This design comes from an exercise in tuning for small area and a short achievable clock period on the open sky130 flow, not from production work.
The RTL was checked by simulation tests, not by an equivalence proof against the original design.
No activity file was given, so power comes from the tool's default toggle rates.

==> flow/design.v <==
`timescale 1ns / 1ps
module rf_inv(a, y);
	input a;
	output y;
	assign y = !a;
endmodule
module rf_nand2(a, b, y);
	input a, b;
	output y;
	assign y = !(a & b);
endmodule
module rf_nand3(a, b, c, y);
	input a, b, c;
	output y;
	assign y = !(a & b & c);
endmodule
module rf_nand4(a, b, c, d, y);
	input a, b, c, d;
	output y;
	assign y = !(a & b & c & d);
endmodule
module rf_nor2(a, b, y);
	input a, b;
	output y;
	assign y = !(a | b);
endmodule
module rf_nor3(a, b, c, y);
	input a, b, c;
	output y;
	assign y = !(a | b | c);
endmodule
module rf_nor4(a, b, c, d, y);
	input a, b, c, d;
	output y;
	assign y = !(a | b | c | d);
endmodule
module rf_xnor2(a, b, y);
	input a, b;
	output y;
	assign y = !(a ^ b);
endmodule
module rf_pdec2(a, an, y);
	input [1:0] a, an;
	output [3:0] y;
	genvar k;
	generate for (k = 0; k < 4; k = k + 1) begin : g
		rf_nor2 n(.a(k[0] ? an[0] : a[0]), .b(k[1] ? an[1] : a[1]), .y(y[k]));
	end endgenerate
endmodule
module rf_pdec3(a, an, y);
	input [2:0] a, an;
	output [7:0] y;
	genvar k;
	generate for (k = 0; k < 8; k = k + 1) begin : g
		rf_nor3 n(.a(k[0] ? an[0] : a[0]), .b(k[1] ? an[1] : a[1]),
		          .c(k[2] ? an[2] : a[2]), .y(y[k]));
	end endgenerate
endmodule
module rf_rdsel(A, RW, WE, wnz, nwe, sel);
	input [4:0] A, RW;
	input WE, wnz;
	input [31:1] nwe;
	output [31:0] sel;
	wire [4:0] An, eq;
	wire [3:0] lo;
	wire [7:0] hi;
	wire [31:1] seln;
	wire h1, h2;
	genvar i, r;
	generate for (i = 0; i < 5; i = i + 1) begin : b
		rf_inv inv(.a(A[i]), .y(An[i]));
		rf_xnor2 x(.a(A[i]), .b(RW[i]), .y(eq[i]));
	end endgenerate
	rf_pdec2 pl(.a(A[1:0]), .an(An[1:0]), .y(lo));
	rf_pdec3 ph(.a(A[4:2]), .an(An[4:2]), .y(hi));
	generate for (r = 1; r < 32; r = r + 1) begin : s
		rf_nand3 n(.a(lo[r % 4]), .b(hi[r / 4]), .c(nwe[r]), .y(seln[r]));
		rf_inv d(.a(seln[r]), .y(sel[r]));
	end endgenerate
	rf_nand3 n1(.a(eq[0]), .b(eq[1]), .c(eq[2]), .y(h1));
	rf_nand4 n2(.a(eq[3]), .b(eq[4]), .c(WE), .d(wnz), .y(h2));
	rf_nor2 n3(.a(h1), .b(h2), .y(sel[0]));
endmodule
module rf_or8(s, d, y);
	input [7:0] s, d;
	output y;
	assign y = |(s & d);
endmodule
module rf_rdbit(sel, d, y);
	input [31:0] sel, d;
	output y;
	wire [3:0] o;
	wire [1:0] p;
	genvar k;
	generate for (k = 0; k < 4; k = k + 1) begin : n
		rf_or8 x(.s(sel[8*k+7:8*k]), .d(d[8*k+7:8*k]), .y(o[k]));
	end endgenerate
	rf_nor2 r0(.a(o[0]), .b(o[1]), .y(p[0]));
	rf_nor2 r1(.a(o[2]), .b(o[3]), .y(p[1]));
	rf_nand2 f(.a(p[0]), .b(p[1]), .y(y));
endmodule
module reg_32x32(clk,WE,RA,RB,RW,busA,busB,busW
    );
	input clk,WE;
	input [4:0]RA,RB,RW;
	input [31:0]busW;
	output [31:0]busA,busB;
	wire [4:0] RWn;
	wire WEn, z1, z2, wnz;
	wire [3:0] wlo;
	wire [7:0] whi;
	wire [31:1] nwe;
	wire [31:0] selA, selB;
	genvar i, r, j;
	generate for (i = 0; i < 5; i = i + 1) begin : wb
		rf_inv inv(.a(RW[i]), .y(RWn[i]));
	end endgenerate
	rf_inv wei(.a(WE), .y(WEn));
	rf_pdec2 wpl(.a(RW[1:0]), .an(RWn[1:0]), .y(wlo));
	generate for (i = 0; i < 8; i = i + 1) begin : wh
		rf_nor4 n(.a(WEn), .b(i[0] ? RWn[2] : RW[2]), .c(i[1] ? RWn[3] : RW[3]),
		          .d(i[2] ? RWn[4] : RW[4]), .y(whi[i]));
	end endgenerate
	rf_nor3 wz1(.a(RW[0]), .b(RW[1]), .c(RW[2]), .y(z1));
	rf_nor2 wz2(.a(RW[3]), .b(RW[4]), .y(z2));
	rf_nand2 wz(.a(z1), .b(z2), .y(wnz));
	reg [31:0] file_array [31:1];
	always @(posedge clk)
		if (WE && (RW != 0)) file_array[RW] <= busW;
	generate for (r = 1; r < 32; r = r + 1) begin : g
		wire [31:0] q = file_array[r];
		rf_nand2 w(.a(wlo[r % 4]), .b(whi[r / 4]), .y(nwe[r]));
	end endgenerate
	rf_rdsel sa(.A(RA), .RW(RW), .WE(WE), .wnz(wnz), .nwe(nwe), .sel(selA));
	rf_rdsel sb(.A(RB), .RW(RW), .WE(WE), .wnz(wnz), .nwe(nwe), .sel(selB));
	generate for (j = 0; j < 32; j = j + 1) begin : b
		wire [31:0] col;
		assign col[0] = busW[j];
		for (r = 1; r < 32; r = r + 1) begin : c
			assign col[r] = g[r].q[j];
		end
		rf_rdbit ra(.sel(selA), .d(col), .y(busA[j]));
		rf_rdbit rb(.sel(selB), .d(col), .y(busB[j]));
	end endgenerate
endmodule
export LEC_CHECK = 0
export CAP_MARGIN = 10
export CORE_MARGIN = 2
export CORE_UTILIZATION = 45
export SETUP_SLACK_MARGIN = 3.3
export SLEW_MARGIN = 10
export SYNTH_HIERARCHICAL = 1
create_clock -name core_clock -period 9.0 [get_ports {clk}]
standard.sh (not shown) runs the stock make flow with config.mk's settings and CLKGATE_MAP_FILE= SYNTH_SCRIPT=/design/flow/synth_recipe.tcl, a recipe that flattens the netlist after the stock synthesis.
==> flow/flow/run.sh <==
#!/bin/bash
set -euo pipefail
export BUFFER_PORTS_ARGS="-buffer_cell sky130_fd_sc_hd__buf_2"
export CTS_ARGS="-sink_clustering_enable -repair_clock_nets -dont_use_dummy_load -buf_list {sky130_fd_sc_hd__clkbuf_4 sky130_fd_sc_hd__clkbuf_8 sky130_fd_sc_hd__clkbuf_16} -sink_clustering_size 25 -sink_clustering_max_diameter 100"
bash standard.sh > flow.log 2>&1
The first run completed with no timing, DRC or antenna violations.
Next try:
==> flow/design.v (replaced) <==
`timescale 1ns / 1ps
module rf_inv(a, y);
	input a;
	output y;
	assign y = !a;
endmodule
module rf_nand2(a, b, y);
	input a, b;
	output y;
	assign y = !(a & b);
endmodule
module rf_nand3(a, b, c, y);
	input a, b, c;
	output y;
	assign y = !(a & b & c);
endmodule
module rf_nand4(a, b, c, d, y);
	input a, b, c, d;
	output y;
	assign y = !(a & b & c & d);
endmodule
module rf_nor2(a, b, y);
	input a, b;
	output y;
	assign y = !(a | b);
endmodule
module rf_nor3(a, b, c, y);
	input a, b, c;
	output y;
	assign y = !(a | b | c);
endmodule
module rf_xnor2(a, b, y);
	input a, b;
	output y;
	assign y = !(a ^ b);
endmodule
module rf_pdec2(a, an, yn);
	input [1:0] a, an;
	output [3:0] yn;
	genvar k;
	generate for (k = 0; k < 4; k = k + 1) begin : g
		rf_nand2 n(.a(k[0] ? a[0] : an[0]), .b(k[1] ? a[1] : an[1]), .y(yn[k]));
	end endgenerate
endmodule
module rf_pdec3(a, an, yn);
	input [2:0] a, an;
	output [7:0] yn;
	genvar k;
	generate for (k = 0; k < 8; k = k + 1) begin : g
		rf_nand3 n(.a(k[0] ? a[0] : an[0]), .b(k[1] ? a[1] : an[1]),
		           .c(k[2] ? a[2] : an[2]), .y(yn[k]));
	end endgenerate
endmodule
module rf_pdec3e(e, a, an, yn);
	input e;
	input [2:0] a, an;
	output [7:0] yn;
	genvar k;
	generate for (k = 0; k < 8; k = k + 1) begin : g
		rf_nand4 n(.a(e), .b(k[0] ? a[0] : an[0]), .c(k[1] ? a[1] : an[1]),
		           .d(k[2] ? a[2] : an[2]), .y(yn[k]));
	end endgenerate
endmodule
module rf_rdsel(A, RW, WE, wnz, we, sel);
	input [4:0] A, RW;
	input WE, wnz;
	input [31:1] we;
	output [31:0] sel;
	wire [4:0] An, eq;
	wire [3:0] lo;
	wire [7:0] hi;
	wire h1, h2;
	genvar i, r;
	generate for (i = 0; i < 5; i = i + 1) begin : b
		rf_inv inv(.a(A[i]), .y(An[i]));
		rf_xnor2 x(.a(A[i]), .b(RW[i]), .y(eq[i]));
	end endgenerate
	rf_pdec2 pl(.a(A[1:0]), .an(An[1:0]), .yn(lo));
	rf_pdec3 ph(.a(A[4:2]), .an(An[4:2]), .yn(hi));
	generate for (r = 1; r < 32; r = r + 1) begin : s
		rf_nor3 n(.a(lo[r % 4]), .b(hi[r / 4]), .c(we[r]), .y(sel[r]));
	end endgenerate
	rf_nand3 n1(.a(eq[0]), .b(eq[1]), .c(eq[2]), .y(h1));
	rf_nand4 n2(.a(eq[3]), .b(eq[4]), .c(WE), .d(wnz), .y(h2));
	rf_nor2 n3(.a(h1), .b(h2), .y(sel[0]));
endmodule
module rf_or8(s, d, y);
	input [7:0] s, d;
	output y;
	assign y = |(s & d);
endmodule
module rf_rdbit(sel, d, y);
	input [31:0] sel, d;
	output y;
	wire [3:0] o;
	wire [1:0] p;
	genvar k;
	generate for (k = 0; k < 4; k = k + 1) begin : n
		rf_or8 x(.s(sel[8*k+7:8*k]), .d(d[8*k+7:8*k]), .y(o[k]));
	end endgenerate
	rf_nor2 r0(.a(o[0]), .b(o[1]), .y(p[0]));
	rf_nor2 r1(.a(o[2]), .b(o[3]), .y(p[1]));
	rf_nand2 f(.a(p[0]), .b(p[1]), .y(y));
endmodule
module reg_32x32(clk,WE,RA,RB,RW,busA,busB,busW
    );
	input clk,WE;
	input [4:0]RA,RB,RW;
	input [31:0]busW;
	output [31:0]busA,busB;
	wire [4:0] RWn;
	wire z1, z2, wnz;
	wire [3:0] wlo;
	wire [7:0] whi;
	wire [31:1] we;
	wire [31:0] selA, selB;
	genvar i, r, j;
	generate for (i = 0; i < 5; i = i + 1) begin : wb
		rf_inv inv(.a(RW[i]), .y(RWn[i]));
	end endgenerate
	rf_pdec2 wpl(.a(RW[1:0]), .an(RWn[1:0]), .yn(wlo));
	rf_pdec3e wph(.e(WE), .a(RW[4:2]), .an(RWn[4:2]), .yn(whi));
	rf_nor3 wz1(.a(RW[0]), .b(RW[1]), .c(RW[2]), .y(z1));
	rf_nor2 wz2(.a(RW[3]), .b(RW[4]), .y(z2));
	rf_nand2 wz(.a(z1), .b(z2), .y(wnz));
	reg [31:0] file_array [31:1];
	always @(posedge clk)
		if (WE && (RW != 0)) file_array[RW] <= busW;
	generate for (r = 1; r < 32; r = r + 1) begin : g
		wire [31:0] q = file_array[r];
		rf_nor2 w(.a(wlo[r % 4]), .b(whi[r / 4]), .y(we[r]));
	end endgenerate
	rf_rdsel sa(.A(RA), .RW(RW), .WE(WE), .wnz(wnz), .we(we), .sel(selA));
	rf_rdsel sb(.A(RB), .RW(RW), .WE(WE), .wnz(wnz), .we(we), .sel(selB));
	generate for (j = 0; j < 32; j = j + 1) begin : b
		wire [31:0] col;
		assign col[0] = busW[j];
		for (r = 1; r < 32; r = r + 1) begin : c
			assign col[r] = g[r].q[j];
		end
		rf_rdbit ra(.sel(selA), .d(col), .y(busA[j]));
		rf_rdbit rb(.sel(selB), .d(col), .y(busB[j]));
	end endgenerate
endmodule
Design area went down by 6.8%.
Area after synthesis stays flat.
Sequential share of layout area rises by 4.2 points.
Total power goes down by 1.9%.
Wire length falls by 8.7%.
Synthesized cell count decreases by 2.3%.
Combinational power went down by 17%.
Worst hold slack is better by 18 ps.
Setup slack is better by 200 ps.
Count of clock-buffer cells in the layout does not change.
Global-route usage decreases by 3.2 points.
Cell count is lower by 2.6%.
Maximum frequency goes up by 3.5%.

[port drivers added, routing unchanged]
In the flow no input, the clock included, has a driving cell. The finished layouts below were timed again as built, in two steps. Step 1 sets driving cells, clkbuf_16 on the clock port and buf_2 on the other inputs (assumed; they add their load-dependent delay and slew). Step 2 times the ports against the registers' clock, not the clock port: input delays grow and output delays shrink by t, the midpoint of the rising clock arrivals with the driver on. a / b / c = ideal ports / drivers / drivers and shift; a / b = the first two.
run	shift t [ns]	setup WS [ns]	clock arrival spread, ns	worst register clock-pin slew, ns
the first run	0.692	3.042 / 2.985 / 2.985	0.066 / 0.066	0.10 / 0.10
the second run	0.675	3.242 / 3.210 / 3.210	0.060 / 0.060	0.10 / 0.10
After both steps setup and hold are still met in every run listed. The setup slack of the first run, which loses most, moves by -0.057 ns with the drivers and by -0.057 ns with both steps.
